Source: an optimization exercise on an open RTL-to-GDS flow (aim: small area and a short achievable clock period). Production flows keep margins and buffers that such runs may drop. Only the layout flow was run in this run; the RTL was not checked for function there.

==> flow/design.v <==
(*mult_style="pipe_lut"*)
module fast_float_mult(clk,rst, i_cip,i_vstart,i_vector_length,i_v0,i_v1,i_v2,i_v3,i_v4,i_v5,i_v6,i_v7,i_sj, i_sk,o_busy, o_result);
input wire clk;
input wire rst;
input wire i_vstart;
input wire [15:0] i_cip;
input wire [6:0]  i_vector_length;
input wire [63:0] i_v0;
input wire [63:0] i_v1;
input wire [63:0] i_v2;
input wire [63:0] i_v3;
input wire [63:0] i_v4;
input wire [63:0] i_v5;
input wire [63:0] i_v6;
input wire [63:0] i_v7;
input wire [63:0] i_sj;
input wire [63:0] i_sk;
output reg [63:0] o_result;
output wire o_busy;
reg [47:0] sj_cf0;
reg [47:0] sk_cf0;
reg [47:0] sj_cf1;
reg [47:0] sk_cf1;
reg [47:0] sj_cf2;
reg [47:0] sk_cf2;
reg [47:0] sj_cf3;
reg [47:0] sk_cf3;
reg [47:0] sj_cf4;
reg [47:0] sk_cf4;
reg [47:0] sj_cf5;
reg [47:0] sk_cf5;
reg [95:0] mult_res;
reg [95:0] pipe_2;
reg [95:0] pipe_3;
reg [95:0] MULT;
reg [47:0] temp5;
wire [6:0] instr;
reg [6:0]  instr0, instr1, instr2, instr3, instr4, instr5;
reg [6:0]  reservation_time;
reg [47:0] final_mantissa;
wire [47:0] two_minus_man0;
wire [47:0] two_minus_man1;
wire [13:0] two_minus_exp;
wire [47:0] final_man;
wire [13:0] final_exp;
reg [13:0] exp0, exp1, exp2, exp3, exp4, exp5;
reg m_sign0, m_sign1, m_sign2, m_sign3, m_sign4, m_sign5;
reg e_sign0, e_sign1, e_sign2, e_sign3, e_sign4, e_sign5;
wire expj_gt_expk;
wire [2:0] cip_j, cip_k;
reg  [2:0] cur_j, cur_k;
reg [63:0] v_j_src;
reg [63:0] v_k_src;
wire [63:0] selected_j_src;
wire [63:0] selected_k_src;
reg [63:0] selected_j_src_r;
reg [63:0] selected_k_src_r;
localparam PRODUCT        = 7'b0110100,
           HALF_PREC_PROD = 7'b0110101,
           ROUND_PROD     = 7'b0110110,
           TWO_MINUS      = 7'b0110111;
assign expj_gt_expk = selected_j_src_r[61:48] > selected_k_src_r[61:48];
assign instr = i_cip[15:9];
assign cip_j = i_cip[5:3];
assign cip_k = i_cip[2:0];
always@*
   begin
	   case(cur_j)
		   3'o0:v_j_src = i_v0;
			3'o1:v_j_src = i_v1;
			3'o2:v_j_src = i_v2;
			3'o3:v_j_src = i_v3;
			3'o4:v_j_src = i_v4;
			3'o5:v_j_src = i_v5;
			3'o6:v_j_src = i_v6;
			3'o7:v_j_src = i_v7;
		endcase
	end
always@*
   begin
	   case(cur_k)
		   3'o0:v_k_src = i_v0;
			3'o1:v_k_src = i_v1;
			3'o2:v_k_src = i_v2;
			3'o3:v_k_src = i_v3;
			3'o4:v_k_src = i_v4;
			3'o5:v_k_src = i_v5;
			3'o6:v_k_src = i_v6;
			3'o7:v_k_src = i_v7;
		endcase
	end
assign selected_j_src = (reservation_time==7'b0) ? i_sj : v_j_src;
assign selected_k_src = (reservation_time==7'b0) ? i_sk : v_k_src;
always@(posedge clk)
begin
   selected_j_src_r <= selected_j_src;
	selected_k_src_r <= selected_k_src;
end
always@(posedge clk)
   if(rst)
	    reservation_time <= 7'b0;
	else if(i_vstart)
	    reservation_time <= i_vector_length + 7'b0000100;    
	else if(reservation_time!=7'b0)
	    reservation_time <= reservation_time - 7'b1;
always@(posedge clk)
   if(i_vstart)
	   begin
		   cur_j <= cip_j;
			cur_k <= cip_k;
		end
assign o_busy = (reservation_time != 7'b0);
always@(posedge clk)
begin
    m_sign1 <= selected_j_src_r[63]^selected_k_src_r[63];        
    case({selected_j_src_r[62],selected_k_src_r[62],expj_gt_expk})
        3'b000:begin
                exp1    <= selected_j_src_r[61:48] + selected_k_src_r[61:48];                
                e_sign1 <= 1'b0;
               end
        3'b001:begin 
                exp1    <= selected_j_src_r[61:48] + selected_k_src_r[61:48];                
                e_sign1 <= 1'b0;
               end
        3'b010:begin                                                  
                exp1    <= selected_k_src_r[61:48] - selected_j_src_r[61:48];
                e_sign1 <= 1'b0;                                      
               end
        3'b011:begin                                                  
                exp1    <= selected_j_src_r[61:48] - selected_k_src_r[61:48];
                e_sign1 <= 1'b1;                                 
               end
        3'b100:begin                                                  
                exp1    <= selected_k_src_r[61:48] - selected_j_src_r[61:48];
                e_sign1 <= 1'b1;                                 
               end
        3'b101:begin                                                  
                exp1    <= selected_j_src_r[61:48] - selected_k_src_r[61:48];
                e_sign1 <= 1'b0;                                 
               end
        3'b110:begin
                exp1 <= selected_j_src_r[61:48] + selected_k_src_r[61:48];                
                e_sign1 <= 1'b1;
               end
        3'b111:begin
                exp1 <= selected_j_src_r[61:48] + selected_k_src_r[61:48];                
                e_sign1 <= 1'b1;
               end
    endcase
    exp2 <= exp1;
    exp3 <= exp2;
    exp4 <= exp3;
    exp5 <= MULT[95] ? exp4 : (e_sign4 ? (exp4) : (exp4 + 14'b1));       
    m_sign2 <= m_sign1;
    m_sign3 <= m_sign2;
    m_sign4 <= m_sign3;
    m_sign5 <= m_sign4;
    e_sign2 <= e_sign1;
    e_sign3 <= e_sign2;
    e_sign4 <= e_sign3;
    e_sign5 <= e_sign4;          
    instr0 <= instr;
    instr1 <= instr0;
    instr2 <= instr1;
    instr3 <= instr2;
    instr4 <= instr3;
    instr5 <= instr4;
end
always@(posedge clk)
   o_result[63:0] <= {m_sign5, e_sign5, final_exp[13:0], final_man[47:0]};             
assign two_minus_man0[47:0] = 48'h800000000000 - (exp5[0] ? (temp5[47:0] >> 1) : (temp5[47:0] >> 2));     
assign two_minus_exp[13:0] = {exp5[13:1],~exp5[0]};                                                      
assign two_minus_man1[47:0] = exp5[0] ? (two_minus_man0 << 2) : (two_minus_man0 << 1);                   
assign final_man[47:0] = (instr5==TWO_MINUS) ? two_minus_man1[47:0] : temp5[47:0];                      
assign final_exp[13:0] = (instr5==TWO_MINUS) ? two_minus_exp[13:0] : exp5[13:0];       
always@*
  begin
     case(instr4)
	     PRODUCT:        final_mantissa = MULT[95:48];
        HALF_PREC_PROD: final_mantissa = {MULT[95:67],19'b0};
        ROUND_PROD:     final_mantissa = {MULT[95:49],|MULT[48:0]};     
        TWO_MINUS:      final_mantissa = MULT[95:48];
		  default:        final_mantissa = MULT[95:48];
	  endcase
  end
always@(posedge clk)
   begin
	   sj_cf0 <= selected_j_src[47:0];
      sk_cf0 <= selected_k_src[47:0];
      mult_res <= sj_cf0 * sk_cf0;
		pipe_2 <= mult_res;
		pipe_3 <= pipe_2;
		MULT   <= pipe_3;
      temp5 <= final_mantissa; 
   end
endmodule
==> flow/run.sh <==
#!/bin/bash
# synth_recipe.tcl (not shown) runs the flow's synth.tcl, then flattens the netlist and writes it again
# the make line also repeats each setting of config.mk as NAME=value (left out here)
make -C /OpenROAD-flow-scripts/flow DESIGN_CONFIG=/design/flow/config.mk WORK_HOME=/design/flow/orfs CLKGATE_MAP_FILE= SYNTH_SCRIPT=/design/flow/synth_recipe.tcl finish
==> flow/config.mk <==
export PLATFORM = sky130hd
export DESIGN_NAME = fast_float_mult
export DESIGN_NICKNAME = fast_float_mult
export VERILOG_FILES = /design/flow/design.v
export SDC_FILE = /design/flow/constraint.sdc
export NUM_CORES = 4
export LEC_CHECK = 0
export CAP_MARGIN = 20
export CORE_MARGIN = 2
export CORE_UTILIZATION = 40
export PLACE_DENSITY = 0.6
export SLEW_MARGIN = 20
==> flow/constraint.sdc <==
create_clock -name core_clock -period 11.0 [get_ports {clk}]
set_input_delay 2.2000 -clock core_clock [delete_from_list [all_inputs] [get_ports {clk}]]
set_output_delay 2.2000 -clock core_clock [all_outputs]
set_load 0.01 [all_outputs]
==> results.json <==
{
  "cts_setup_buffers": 0,
  "gr-usage-all-layers_pct": 31.2,
  "multi_input_area_sq_mm": 0.0762,
  "clk_path_buf_depth": 3,
  "final_common_cell": "inv_1",
  "grt_first_pass_wirelength_um": 586000,
  "synth_warnings": 1,
  "synth_top_area_cell": "fa_1",
  "synthesis.area_sq_mm": 0.102,
  "hpwl_um": 329000,
  "syn-mean-instance-area_sq_um": 9.13,
  "min_to": "MULT[55]",
  "cts_resized": 0,
  "seq_area_sq_mm": 0.0153,
  "finClkSkew_ns": 0.0628,
  "path_max_fanout": 19,
  "layout_common_cells": "inv_1, fa_1, nand2_1, and2_1, clkdlybuf4s50_1",
  "synth.top_cell.area_share_pct": 41.3,
  "area_growth_pct": 13.2,
  "clk_latency_ns": 0.78,
  "port-buffer-count": 727,
  "hp-start": "pipe_3[55]",
  "die_w_um": 510,
  "vias": 80857,
  "r2r_cells": 26,
  "yosysSeqAreaShare_pct": 14.9,
  "ys.flop_type": "dfxtp_1",
  "placed_cell_area_sq_mm": 0.113,
  "slew_headroom_pct": 17.8,
  "tns_ns": 0,
  "ioPinCount": 731,
  "nets": 14729,
  "gr-total-overflow": 0,
  "fillers": 24480,
  "hold_viol_final": 0,
  "clkSinkCount": 759,
  "fin_crit_ns": 9.97,
  "worst-setup-path-type": "register to register",
  "worst_path_max_delay_cell": "dfxtp_1",
  "r2r_end": "mult_res[90]",
  "dr.pass1.iters": 5,
  "cp.arrival_ns": 10.64,
  "postLayoutCellArea_sq_mm": 0.116,
  "status": "timing/DRC/antenna clean",
  "cts.htree.levels": 3,
  "ys_ff_latch": 759,
  "setup_violations": 0,
  "ys_types": 82,
  "endpoint_kind": "register",
  "syn_inst": 11221,
  "start_util_pct": 40.3,
  "clock.fmax_mhz": 100,
  "finalWirelength_um": 406000,
  "syn_nets": 14467,
  "finalWeightedCongestion": 1.06,
  "grt_max_degree": 114,
  "max_stage_delay_ns": 0.99,
  "ff2ff_setup_slack_ns": 1.03,
  "hold_buffers": 0,
  "routed_via_density": 5.38,
  "cts_buffers": 83,
  "grt_pass1_vias": 86822,
  "cp.buffers_inverters": 5,
  "critPathTopFamily": "adder cells",
  "drive_gt1_share_pct": 4.52,
  "synth_async_sr_flop_share_pct": 0,
  "path_common_cell": "fa_1",
  "remaining_drc_errors": 0,
  "antenna_found_initial": 156,
  "grt_setup_unrepaired": "false",
  "crit_path_start_kind": "register",
  "drt_iter0_drc": 7368,
  "rr_startpoint": "selected_k_src_r[11]",
  "maxSlewViolCount": 0,
  "cts.clk_slew.worst_paths_ns": 0.06,
  "ys_top_cells_by_area": "fa_1, dfxtp_1, inv_1, and2_1, nand2_1",
  "maxCapViolations": 0,
  "antenna_left": 0,
  "finalCritPeriodShare_pct": 90.6,
  "rows": 185,
  "tightest_slew_ns": 1.23,
  "holdPathStages": 0,
  "core_region_area_sq_mm": 0.254,
  "die_h_um": 510,
  "clk_root_buffer_cell": "clkbuf_16",
  "die_area_sq_mm": 0.260,
  "wire_per_inst_um": 27.0,
  "worstPathRequired_ns": 11.67,
  "cts_tree": "yes",
  "synth_edf_count": 6,
  "min_path_type": "register to register"
}
-- synthesized netlist by cell type, drive strengths merged (71+ instances only) --
cell    number
inv       2208
fa        2114
nand2     1708
and2      1026
dfxtp      753
clkbuf     659
ha         466
o21ai      398
a21oi      354
nor2       257
mux2i      131
xnor2      128
xor2        87
mux4        78
nor2b       78
o22ai       72
buf         71
-- area by class of cell --
type / count / area share (%)
Clock buffer: 109 / 1.97
Tap cell: 3366 / 3.63
Timing Repair Buffer: 907 / 7.50
Sequential cell: 759 / 13.2
Clock inverter: 46 / 0.567
Multi-Input combinational cell: 7524 / 65.7
Antenna cell: 107 / 0.231
Inverter: 2208 / 7.15
-- kinds of logic after synthesis --
kind of cell	after synthesis	share of synthesized area, %
AO/OA/AOI/OAI	1160	6.68
flip-flops	759	14.9
adder cells (fa/ha/maj)	2580	47.0
multiplexers	233	3.26
XOR/XNOR	215	1.84
AND/OR/NAND/NOR	3336	15.6
buffers and inverters	2938	10.8
-- registers in the layout (all words and copies together) (netlist names), 14 cells and up --
| signal | flops |
|---|---|
| MULT | 96 |
| exp4 | 14 |
| exp5 | 14 |
| exp2 | 14 |
| selected_j_src_r | 64 |
| pipe_3 | 96 |
| temp5 | 48 |
| exp1 | 14 |
| mult_res | 96 |
| o_result | 64 |
| selected_k_src_r | 64 |
| pipe_2 | 96 |
| exp3 | 14 |
-- worst reg2reg max path, delay by kind of cell, from the launching register on --
| family | cells | cell delay [ns] |
|---|---|---|
| adder cells (fa/ha/maj) | 10 | 5.03 |
| AO/OA/AOI/OAI | 5 | 1.59 |
| AND/OR/NAND/NOR | 5 | 1.44 |
| flip-flops | 1 | 0.99 |
| buffers and inverters | 5 | 0.66 |
| XOR/XNOR | 1 | 0.18 |
-- how the worst max path moves through the flow --
stage,endpoint,from,cells after the start
after global routing,mult_res[90],selected_k_src_r[11],26
after CTS,mult_res[69],selected_k_src_r[7],27
after global placement,mult_res[69],selected_k_src_r[7],27
final,mult_res[90],selected_k_src_r[11],26
after detailed placement,mult_res[69],selected_k_src_r[7],27
after floorplan,mult_res[90],selected_k_src_r[12],30
-- metal layers --
layer / part of all wire (%) / GRT usage, %
met5: 0.073 / 0
met4: 7.9 / 21.9
met3: 9.8 / 8.34
met2: 45 / 48.5
met1: 37 / 37.8
-- per-stage QoR --
stage                     util, %  setup WS, ns  cells  hold slack, ns
after global routing         45.6         0.885  14991           0.296
after floorplan                 -          2.92  11221           0.310
after global placement       44.3          1.26  14763           0.310
after CTS                    45.5          1.22  14918           0.294
final                        45.6          1.03  15026           0.292
after detailed placement     44.3          1.25  14763           0.312

-- port drivers added, routing unchanged --
How much do the figures lean on ideal ports? The routed layout below was timed once more, with nothing changed but the port constraints.
Step 1, drivers: a clkbuf_16 drives clk and a buf_2 each remaining input, both assumed.
Step 2 moves the port delays by t, midway between the first and last clock arrival at a register: inputs arrive t later, outputs are due t later. That takes back most of the time a late clock gives input paths.
Slacks: ideal ports / drivers / drivers and shift; pairs: ideal ports / drivers.
t (ns): 0.861
setup WS [ns]: 1.033 / 1.033 / 1.033
worst setup path after step 2: register to register
worst register clock-pin slew, ns: 0.07 / 0.07
After both steps this run still meets setup and hold. The setup slack of this run moves by 0.000 ns with the drivers and by 0.000 ns with both steps.
